Source: an optimization exercise on an open RTL-to-GDS flow (aim: small area). Production flows keep margins and buffers that such runs may drop.
Function was checked by simulation only, so behaviour that the tests miss may differ from the original.
Power and IR drop assume default switching activity.

==> job 191: inputs <==
## digital_clock
module digital_clock(
input clk,
input rst,
input set,
input hrup,
input minup,
input clockdisplay,
input alarm,
input set_alarm,
input alarmhrs_up,
input alarmmins_up,
output reg alarm_triggered,
input stopwatch,
input stopwatchstart,
input stopwatchreset,
output reg [3:0] Anode_Activation,
output reg [6:0] Cathode_Activation,
output reg [4:0] hours,
output reg [5:0] stopwatch_mins
);
reg [4:0] set_alarm_hours;
reg [5:0] set_alarm_mins;
reg [6:0] stopwatch_ms;
reg [5:0] stopwatch_secs;
reg [5:0] secs;
reg [5:0] mins;
wire [5:0] refresh_counter;
wire [4:0] div25;
clockdividersw refreshInst(clk, rst, refresh_counter);
clkDivider clkDividerInst(clk, rst, &refresh_counter[3:0], div25);
wire tick = (refresh_counter[3:0] == 4'd7) && (div25 == 5'd12);
wire ticksw = (refresh_counter[1:0] == 2'd1);
wire secs59  = secs[5] & secs[4] & secs[3] & secs[1] & secs[0];
wire mins59  = mins[5] & mins[4] & mins[3] & mins[1] & mins[0];
wire hours23 = hours[4] & hours[2] & hours[1] & hours[0];
wire amins59 = set_alarm_mins[5] & set_alarm_mins[4] & set_alarm_mins[3] & set_alarm_mins[1] & set_alarm_mins[0];
wire ahrs23  = set_alarm_hours[4] & set_alarm_hours[2] & set_alarm_hours[1] & set_alarm_hours[0];
wire ms99    = stopwatch_ms[6] & stopwatch_ms[5] & stopwatch_ms[1] & stopwatch_ms[0];
wire swsecs59 = stopwatch_secs[5] & stopwatch_secs[4] & stopwatch_secs[3] & stopwatch_secs[1] & stopwatch_secs[0];
wire en_secs  = tick & ~set;
wire en_mins  = tick & (set ? minup : secs59);
wire en_hours = tick & (set ? hrup : (secs59 & mins59));
wire en_amins = tick & set_alarm & alarmmins_up;
wire en_ahrs  = tick & set_alarm & alarmhrs_up;
wire [5:0] secs_i  = secs + {5'b0, en_secs};
wire [5:0] mins_i  = mins + {5'b0, en_mins};
wire [4:0] hours_i = hours + {4'b0, en_hours};
wire [5:0] amins_i = set_alarm_mins + {5'b0, en_amins};
wire [4:0] ahrs_i  = set_alarm_hours + {4'b0, en_ahrs};
wire w_secs  = en_secs & secs59;
wire w_mins  = en_mins & mins59;
wire w_hours = en_hours & hours23;
wire w_amins = en_amins & amins59;
wire w_ahrs  = en_ahrs & ahrs23;
always @(posedge clk or posedge rst)
begin
  ...
==> module clkDivider, before the edit <==
module clkDivider(clk, rst, adv, cnt);
input clk;
input rst;
input adv;
output reg [4:0] cnt;
wire wrap = adv & cnt[4] & cnt[3];           
wire [4:0] inc = cnt + {4'b0, adv};
always @(posedge clk or posedge rst)
begin
    if (rst)
        cnt <= 0;
    else
        cnt <= {inc[4:3] & {2{~wrap}}, inc[2:1], inc[0] & ~wrap};
end
endmodule
==> module digital_clock, before the edit <==
module digital_clock(
input clk,
input rst,
input set,
input hrup,
input minup,
input clockdisplay,
input alarm,
input set_alarm,
input alarmhrs_up,
input alarmmins_up,
output reg alarm_triggered,
input stopwatch,
input stopwatchstart,
input stopwatchreset,
output reg [3:0] Anode_Activation,
output reg [6:0] Cathode_Activation,
output reg [4:0] hours,
output reg [5:0] stopwatch_mins
);
reg [4:0] set_alarm_hours;
reg [5:0] set_alarm_mins;
reg [6:0] stopwatch_ms;
reg [5:0] stopwatch_secs;
reg [5:0] secs;
reg [5:0] mins;
wire [5:0] refresh_counter;
wire [4:0] div25;
clockdividersw refreshInst(clk, rst, refresh_counter);
clkDivider clkDividerInst(clk, rst, &refresh_counter[3:0], div25);
wire tick = (refresh_counter[3:0] == 4'd7) && (div25 == 5'd12);
wire ticksw = (refresh_counter[1:0] == 2'd1);
wire secs59  = secs[5] & secs[4] & secs[3] & secs[1] & secs[0];
wire mins59  = mins[5] & mins[4] & mins[3] & mins[1] & mins[0];
wire hours23 = hours[4] & hours[2] & hours[1] & hours[0];
wire amins59 = set_alarm_mins[5] & set_alarm_mins[4] & set_alarm_mins[3] & set_alarm_mins[1] & set_alarm_mins[0];
wire ahrs23  = set_alarm_hours[4] & set_alarm_hours[2] & set_alarm_hours[1] & set_alarm_hours[0];
wire ms99    = stopwatch_ms[6] & stopwatch_ms[5] & stopwatch_ms[1] & stopwatch_ms[0];
wire swsecs59 = stopwatch_secs[5] & stopwatch_secs[4] & stopwatch_secs[3] & stopwatch_secs[1] & stopwatch_secs[0];
wire en_secs  = tick & ~set;
wire en_mins  = tick & (set ? minup : secs59);
wire en_hours = tick & (set ? hrup : (secs59 & mins59));
wire en_amins = tick & set_alarm & alarmmins_up;
wire en_ahrs  = tick & set_alarm & alarmhrs_up;
wire [5:0] secs_i  = secs + {5'b0, en_secs};
wire [5:0] mins_i  = mins + {5'b0, en_mins};
wire [4:0] hours_i = hours + {4'b0, en_hours};
wire [5:0] amins_i = set_alarm_mins + {5'b0, en_amins};
wire [4:0] ahrs_i  = set_alarm_hours + {4'b0, en_ahrs};
wire w_secs  = en_secs & secs59;
wire w_mins  = en_mins & mins59;
wire w_hours = en_hours & hours23;
wire w_amins = en_amins & amins59;
wire w_ahrs  = en_ahrs & ahrs23;
always @(posedge clk or posedge rst)
begin
    if (rst) begin
        secs <= 0;
        mins <= 0;
        hours <= 0;
        set_alarm_hours <= 0;
        set_alarm_mins <= 0;
        alarm_triggered <= 0;
    end else begin
        if (tick)
            alarm_triggered <= alarm && set_alarm_hours == hours && set_alarm_mins == mins;
        secs  <= {secs_i[5:2] & {4{~w_secs}}, secs_i[1:0]};
        mins  <= {mins_i[5:2] & {4{~w_mins}}, mins_i[1:0]};
        hours <= {hours_i[4:3] & {2{~w_hours}}, hours_i[2:0]};
        set_alarm_mins  <= {amins_i[5:2] & {4{~w_amins}}, amins_i[1:0]};
        set_alarm_hours <= {ahrs_i[4:3] & {2{~w_ahrs}}, ahrs_i[2:0]};
    end
end
wire run_sw = ticksw & stopwatch & stopwatchstart;
wire clr_sw = ticksw & stopwatchreset;
wire en_ms = run_sw;
wire en_sws = run_sw & ms99;
wire en_swm = en_sws & swsecs59;
wire [6:0] ms_i  = stopwatch_ms + {6'b0, en_ms};
wire [5:0] sws_i = stopwatch_secs + {5'b0, en_sws};
wire [5:0] swm_i = stopwatch_mins + {5'b0, en_swm};
wire w_ms  = en_ms & ms99;
wire w_sws = en_sws & swsecs59;
always @(posedge clk or posedge rst)
begin
    if (rst) begin
        stopwatch_ms <= 0;
        stopwatch_secs <= 0;
        stopwatch_mins <= 0;
    end else if (clr_sw) begin
        stopwatch_ms <= 0;
        stopwatch_secs <= 0;
        stopwatch_mins <= 0;
    end else begin
        stopwatch_ms   <= {ms_i[6:5] & {2{~w_ms}}, ms_i[4:3], ms_i[2] & ~w_ms, ms_i[1:0]};
        stopwatch_secs <= {sws_i[5:2] & {4{~w_sws}}, sws_i[1:0]};
        stopwatch_mins <= swm_i;
    end
end
wire [1:0] pos = refresh_counter[5:4];
wire show_alarm = set_alarm & ~stopwatch;
wire show_sw    = stopwatch & ~set_alarm;
reg [6:0] field;
always @(*) begin
    if (show_alarm)
        field = pos[1] ? {1'b0, set_alarm_mins} : {2'b0, set_alarm_hours};
    else if (show_sw)
        field = pos[1] ? stopwatch_ms : {1'b0, stopwatch_secs};
    else
        field = pos[1] ? {1'b0, secs} : {1'b0, mins};
end
wire [3:0] tens  = field / 7'd10;
wire [3:0] units = field % 7'd10;
wire [3:0] LED_BCD = pos[0] ? units : tens;
always @(*) begin
    case (pos)
    2'b00: Anode_Activation = 4'b0111;
    2'b01: Anode_Activation = 4'b1011;
    2'b10: Anode_Activation = 4'b1101;
    default: Anode_Activation = 4'b1110;
    endcase
end
always @(*) begin
    case (LED_BCD)
    4'd0: Cathode_Activation = 7'b0000001;
    4'd1: Cathode_Activation = 7'b1001111;
    4'd2: Cathode_Activation = 7'b0010010;
    4'd3: Cathode_Activation = 7'b0000110;
    4'd4: Cathode_Activation = 7'b1001100;
    4'd5: Cathode_Activation = 7'b0100100;
    4'd6: Cathode_Activation = 7'b0100000;
    4'd7: Cathode_Activation = 7'b0001111;
    4'd8: Cathode_Activation = 7'b0000000;
    4'd9: Cathode_Activation = 7'b0000100;
    default: Cathode_Activation = 7'b0000001;
    endcase
end
endmodule
clock: 12.0 ns
lec_check: 0
cap_margin: 20
core_margin: 2
core_utilization: 60
slew_margin: 20
standard.sh (not shown) runs the stock make flow with config.mk's settings and CLKGATE_MAP_FILE= SYNTH_SCRIPT=/design/flow/synth_recipe.tcl, a recipe that flattens the netlist after the stock synthesis.
==> flow/flow/run.sh <==
#!/bin/bash
# Standard layout (standard.sh) with three changes:
#  - synthesis maps logic with an area-oriented ABC script (flow/synth.tcl, flow/area.abc);
#  - ports are buffered with sky130_fd_sc_hd__buf_1;
#  - clock tree: no dummy loads, few leaf buffers (settings below).
set -euo pipefail
W=$PWD
export MY_ABC=$W/flow/area.abc
export FLOW_SYNTH_TCL=$W/synth_recipe.tcl
CTS="-sink_clustering_enable -repair_clock_nets -dont_use_dummy_load"
CTS="$CTS ${CTS_EXTRA:--buf_list sky130_fd_sc_hd__clkbuf_8 -sink_clustering_size 30 -sink_clustering_max_diameter 200}"
bash standard.sh "SYNTH_SCRIPT=$W/flow/synth.tcl" \
  "BUFFER_PORTS_ARGS=-buffer_cell sky130_fd_sc_hd__buf_1" \
  "CTS_ARGS=$CTS" finish > $W/standard.log 2>&1
==> flow/flow/area.abc <==
strash
dch -f
amap
==> flow/flow/synth.tcl <==
# The standard synthesis (synth_recipe.tcl), with ABC's mapping script replaced
# by an area-oriented one (flow/area.abc). Registers are mapped before ABC runs,
# so they and their names are exactly those of the standard synthesis.
proc abc {args} {
  set i [lsearch -exact $args -script]
  if {$i >= 0} { lset args [expr {$i + 1}] $::env(MY_ABC) }
  yosys abc {*}$args
}
source $::env(FLOW_SYNTH_TCL)
==> job 7594: changes against job 191 <==
--- a/flow/design.v
+++ b/flow/design.v
@@ -6,4 +6,2 @@
 output reg [4:0] cnt;
-wire wrap = adv & cnt[4] & cnt[3];           
-wire [4:0] inc = cnt + {4'b0, adv};
 always @(posedge clk or posedge rst)
@@ -12,4 +10,4 @@
         cnt <= 0;
-    else
-        cnt <= {inc[4:3] & {2{~wrap}}, inc[2:1], inc[0] & ~wrap};
+    else if (adv)
+        cnt <= (cnt[4] & cnt[3]) ? 5'd0 : cnt + 5'd1;    
 end
@@ -69,17 +67,4 @@
 wire swsecs59 = stopwatch_secs[5] & stopwatch_secs[4] & stopwatch_secs[3] & stopwatch_secs[1] & stopwatch_secs[0];
-wire en_secs  = tick & ~set;
-wire en_mins  = tick & (set ? minup : secs59);
-wire en_hours = tick & (set ? hrup : (secs59 & mins59));
-wire en_amins = tick & set_alarm & alarmmins_up;
-wire en_ahrs  = tick & set_alarm & alarmhrs_up;
-wire [5:0] secs_i  = secs + {5'b0, en_secs};
-wire [5:0] mins_i  = mins + {5'b0, en_mins};
-wire [4:0] hours_i = hours + {4'b0, en_hours};
-wire [5:0] amins_i = set_alarm_mins + {5'b0, en_amins};
-wire [4:0] ahrs_i  = set_alarm_hours + {4'b0, en_ahrs};
-wire w_secs  = en_secs & secs59;
-wire w_mins  = en_mins & mins59;
-wire w_hours = en_hours & hours23;
-wire w_amins = en_amins & amins59;
-wire w_ahrs  = en_ahrs & ahrs23;
+wire inc_mins  = set ? minup : secs59;
+wire inc_hours = set ? hrup  : (secs59 & mins59);
 always @(posedge clk or posedge rst)
@@ -90,25 +75,25 @@
         hours <= 0;
+        alarm_triggered <= 0;
+    end else if (tick) begin
+        alarm_triggered <= alarm && set_alarm_hours == hours && set_alarm_mins == mins;
+        if (!set)
+            secs <= secs59 ? 6'd0 : secs + 6'd1;
+        if (inc_mins)
+            mins <= mins59 ? 6'd0 : mins + 6'd1;
+        if (inc_hours)
+            hours <= hours23 ? 5'd0 : hours + 5'd1;
+    end
+end
+always @(posedge clk or posedge rst)
+begin
+    if (rst) begin
         set_alarm_hours <= 0;
         set_alarm_mins <= 0;
-        alarm_triggered <= 0;
-    end else begin
-        if (tick)
-            alarm_triggered <= alarm && set_alarm_hours == hours && set_alarm_mins == mins;
-        secs  <= {secs_i[5:2] & {4{~w_secs}}, secs_i[1:0]};
-        mins  <= {mins_i[5:2] & {4{~w_mins}}, mins_i[1:0]};
-        hours <= {hours_i[4:3] & {2{~w_hours}}, hours_i[2:0]};
-        set_alarm_mins  <= {amins_i[5:2] & {4{~w_amins}}, amins_i[1:0]};
-        set_alarm_hours <= {ahrs_i[4:3] & {2{~w_ahrs}}, ahrs_i[2:0]};
+    end else if (tick && set_alarm) begin
+        if (alarmhrs_up)
+            set_alarm_hours <= ahrs23 ? 5'd0 : set_alarm_hours + 5'd1;
+        if (alarmmins_up)
+            set_alarm_mins <= amins59 ? 6'd0 : set_alarm_mins + 6'd1;
     end
 end
-wire run_sw = ticksw & stopwatch & stopwatchstart;
-wire clr_sw = ticksw & stopwatchreset;
-wire en_ms = run_sw;
-wire en_sws = run_sw & ms99;
-wire en_swm = en_sws & swsecs59;
-wire [6:0] ms_i  = stopwatch_ms + {6'b0, en_ms};
-wire [5:0] sws_i = stopwatch_secs + {5'b0, en_sws};
-wire [5:0] swm_i = stopwatch_mins + {5'b0, en_swm};
-wire w_ms  = en_ms & ms99;
-wire w_sws = en_sws & swsecs59;
 always @(posedge clk or posedge rst)
@@ -119,10 +104,15 @@
         stopwatch_mins <= 0;
-    end else if (clr_sw) begin
-        stopwatch_ms <= 0;
-        stopwatch_secs <= 0;
-        stopwatch_mins <= 0;
-    end else begin
-        stopwatch_ms   <= {ms_i[6:5] & {2{~w_ms}}, ms_i[4:3], ms_i[2] & ~w_ms, ms_i[1:0]};
-        stopwatch_secs <= {sws_i[5:2] & {4{~w_sws}}, sws_i[1:0]};
-        stopwatch_mins <= swm_i;
+    end else if (ticksw) begin
+        if (stopwatchreset) begin
+            stopwatch_ms <= 0;
+            stopwatch_secs <= 0;
+            stopwatch_mins <= 0;
+        end else if (stopwatch && stopwatchstart) begin
+            stopwatch_ms <= ms99 ? 7'd0 : stopwatch_ms + 7'd1;
+            if (ms99) begin
+                stopwatch_secs <= swsecs59 ? 6'd0 : stopwatch_secs + 6'd1;
+                if (swsecs59)
+                    stopwatch_mins <= stopwatch_mins + 6'd1;
+            end
+        end
     end
==> flow/run.sh (new file) <==
#!/bin/bash
# synth_recipe.tcl (not shown) runs the flow's synth.tcl, then flattens the netlist and writes it again
# the make line also repeats each setting of config.mk as NAME=value (left out here)
make -C /OpenROAD-flow-scripts/flow DESIGN_CONFIG=/design/flow/config.mk WORK_HOME=/design/flow/orfs CLKGATE_MAP_FILE= SYNTH_SCRIPT=/design/flow/synth_recipe.tcl finish
ABC_AREA = 1   (was default)
removed: flow/flow/run.sh
removed: flow/flow/area.abc
removed: flow/flow/synth.tcl
removed: flow/standard.sh
==> job 6745: changes against job 191 <==
--- a/flow/design.v
+++ b/flow/design.v
@@ -6,4 +6,2 @@
 output reg [4:0] cnt;
-wire wrap = adv & cnt[4] & cnt[3];           
-wire [4:0] inc = cnt + {4'b0, adv};
 always @(posedge clk or posedge rst)
@@ -12,4 +10,4 @@
         cnt <= 0;
-    else
-        cnt <= {inc[4:3] & {2{~wrap}}, inc[2:1], inc[0] & ~wrap};
+    else if (adv)
+        cnt <= (cnt[4] & cnt[3]) ? 5'd0 : cnt + 5'd1;    
 end
@@ -69,17 +67,4 @@
 wire swsecs59 = stopwatch_secs[5] & stopwatch_secs[4] & stopwatch_secs[3] & stopwatch_secs[1] & stopwatch_secs[0];
-wire en_secs  = tick & ~set;
-wire en_mins  = tick & (set ? minup : secs59);
-wire en_hours = tick & (set ? hrup : (secs59 & mins59));
-wire en_amins = tick & set_alarm & alarmmins_up;
-wire en_ahrs  = tick & set_alarm & alarmhrs_up;
-wire [5:0] secs_i  = secs + {5'b0, en_secs};
-wire [5:0] mins_i  = mins + {5'b0, en_mins};
-wire [4:0] hours_i = hours + {4'b0, en_hours};
-wire [5:0] amins_i = set_alarm_mins + {5'b0, en_amins};
-wire [4:0] ahrs_i  = set_alarm_hours + {4'b0, en_ahrs};
-wire w_secs  = en_secs & secs59;
-wire w_mins  = en_mins & mins59;
-wire w_hours = en_hours & hours23;
-wire w_amins = en_amins & amins59;
-wire w_ahrs  = en_ahrs & ahrs23;
+wire inc_mins  = set ? minup : secs59;
+wire inc_hours = set ? hrup  : (secs59 & mins59);
 always @(posedge clk or posedge rst)
@@ -90,25 +75,25 @@
         hours <= 0;
+        alarm_triggered <= 0;
+    end else if (tick) begin
+        alarm_triggered <= alarm && set_alarm_hours == hours && set_alarm_mins == mins;
+        if (!set)
+            secs <= secs59 ? 6'd0 : secs + 6'd1;
+        if (inc_mins)
+            mins <= mins59 ? 6'd0 : mins + 6'd1;
+        if (inc_hours)
+            hours <= hours23 ? 5'd0 : hours + 5'd1;
+    end
+end
+always @(posedge clk or posedge rst)
+begin
+    if (rst) begin
         set_alarm_hours <= 0;
         set_alarm_mins <= 0;
-        alarm_triggered <= 0;
-    end else begin
-        if (tick)
-            alarm_triggered <= alarm && set_alarm_hours == hours && set_alarm_mins == mins;
-        secs  <= {secs_i[5:2] & {4{~w_secs}}, secs_i[1:0]};
-        mins  <= {mins_i[5:2] & {4{~w_mins}}, mins_i[1:0]};
-        hours <= {hours_i[4:3] & {2{~w_hours}}, hours_i[2:0]};
-        set_alarm_mins  <= {amins_i[5:2] & {4{~w_amins}}, amins_i[1:0]};
-        set_alarm_hours <= {ahrs_i[4:3] & {2{~w_ahrs}}, ahrs_i[2:0]};
+    end else if (tick && set_alarm) begin
+        if (alarmhrs_up)
+            set_alarm_hours <= ahrs23 ? 5'd0 : set_alarm_hours + 5'd1;
+        if (alarmmins_up)
+            set_alarm_mins <= amins59 ? 6'd0 : set_alarm_mins + 6'd1;
     end
 end
-wire run_sw = ticksw & stopwatch & stopwatchstart;
-wire clr_sw = ticksw & stopwatchreset;
-wire en_ms = run_sw;
-wire en_sws = run_sw & ms99;
-wire en_swm = en_sws & swsecs59;
-wire [6:0] ms_i  = stopwatch_ms + {6'b0, en_ms};
-wire [5:0] sws_i = stopwatch_secs + {5'b0, en_sws};
-wire [5:0] swm_i = stopwatch_mins + {5'b0, en_swm};
-wire w_ms  = en_ms & ms99;
-wire w_sws = en_sws & swsecs59;
 always @(posedge clk or posedge rst)
@@ -119,10 +104,15 @@
         stopwatch_mins <= 0;
-    end else if (clr_sw) begin
-        stopwatch_ms <= 0;
-        stopwatch_secs <= 0;
-        stopwatch_mins <= 0;
-    end else begin
-        stopwatch_ms   <= {ms_i[6:5] & {2{~w_ms}}, ms_i[4:3], ms_i[2] & ~w_ms, ms_i[1:0]};
-        stopwatch_secs <= {sws_i[5:2] & {4{~w_sws}}, sws_i[1:0]};
-        stopwatch_mins <= swm_i;
+    end else if (ticksw) begin
+        if (stopwatchreset) begin
+            stopwatch_ms <= 0;
+            stopwatch_secs <= 0;
+            stopwatch_mins <= 0;
+        end else if (stopwatch && stopwatchstart) begin
+            stopwatch_ms <= ms99 ? 7'd0 : stopwatch_ms + 7'd1;
+            if (ms99) begin
+                stopwatch_secs <= swsecs59 ? 6'd0 : stopwatch_secs + 6'd1;
+                if (swsecs59)
+                    stopwatch_mins <= stopwatch_mins + 6'd1;
+            end
+        end
     end
==> flow/run.sh (new file) <==
#!/bin/bash
# synth_recipe.tcl (not shown) runs the flow's synth.tcl, then flattens the netlist and writes it again
# the make line also repeats each setting of config.mk as NAME=value (left out here)
make -C /OpenROAD-flow-scripts/flow DESIGN_CONFIG=/design/flow/config.mk WORK_HOME=/design/flow/orfs CLKGATE_MAP_FILE= SYNTH_SCRIPT=/design/flow/synth_recipe.tcl finish
ABC_AREA = 1   (was default)
CTS_BUF_LIST = sky130_fd_sc_hd__clkbuf_4   (was default)
CTS_CLUSTER_SIZE = 30   (was default)
removed: flow/flow/run.sh
removed: flow/flow/area.abc
removed: flow/flow/synth.tcl
removed: flow/standard.sh
==> qor summary <==
	job 6745	job 7594	job 191
Result of the run	timing/DRC/antenna clean	timing/DRC/antenna clean	timing/DRC/antenna clean
Xor/xnor share of the synthesized area	3.111%	3.111%	0%
Wirelength, routed	8538 µm	8619 µm	6727 µm
Fraction of post-synthesis cell area in the top cell type by area	37.46%	37.46%	44.46%
Syn-to-layout area delta	14.57%	16.51%	10.51%
Fmax	112.6 MHz	112.5 MHz	96.70 MHz
Clock network power	0.163 mW	0.212 mW	0.134 mW
Initial Utilization	62.07%	62.07%	61.05%
Total stage count of the critical path	26	28	29
DR vias	3583	3573	2864
Adder and majority cell fraction of the synthesized area	5.397%	5.397%	9.420%
#MultiIn Comb	374	374	272
Met3 wire len	358 µm	287 µm	197 µm
Number of core rows	29	29	27
Grt met1 use	34.64%	34.83%	30.42%
Switching share of power	32.00%	29.81%	26.72%
Leakage power	2.225 nW	2.259 nW	1.523 nW
Commonest non-fill, non-tap cell in the layout	sky130_fd_sc_hd__nand2_1	sky130_fd_sc_hd__nand2_1	sky130_fd_sc_hd__nor2_1
HPWL after DPL	6468 µm	6468 µm	4971 µm
Shortest clock period the worst path allows after layout	8.878 ns	8.892 ns	10.34 ns

re-timing with driven ports:
The flow's constraints put no driver on any port. The routed layouts listed below were extracted and timed again, unchanged, in two steps. Step 1, drivers: a clkbuf_16 drives clk and a buf_2 each remaining input, both assumed. Step 2 adds t to the input delays and takes it off the output delays; t is the mean of the earliest and latest rising clock arrival at the registers after step 1. Input paths then give back, and output paths get back, about the clock's delay inside the block. Slacks: ideal / step 1 / step 2; pairs: ideal / step 1.
| run | shift t [ns] | setup slack, ns | slew at the worst register clock pin (ns) |
|---|---|---|---|
| job 191 | 0.363 | 1.658 / 1.636 / 1.636 | 0.06 / 0.06 |
| job 7594 | 0.363 | 3.108 / 3.084 / 3.084 | 0.08 / 0.08 |
| job 6745 | 0.441 | 3.122 / 3.098 / 3.098 | 0.12 / 0.12 |
After both steps setup and hold are still met in every run listed.
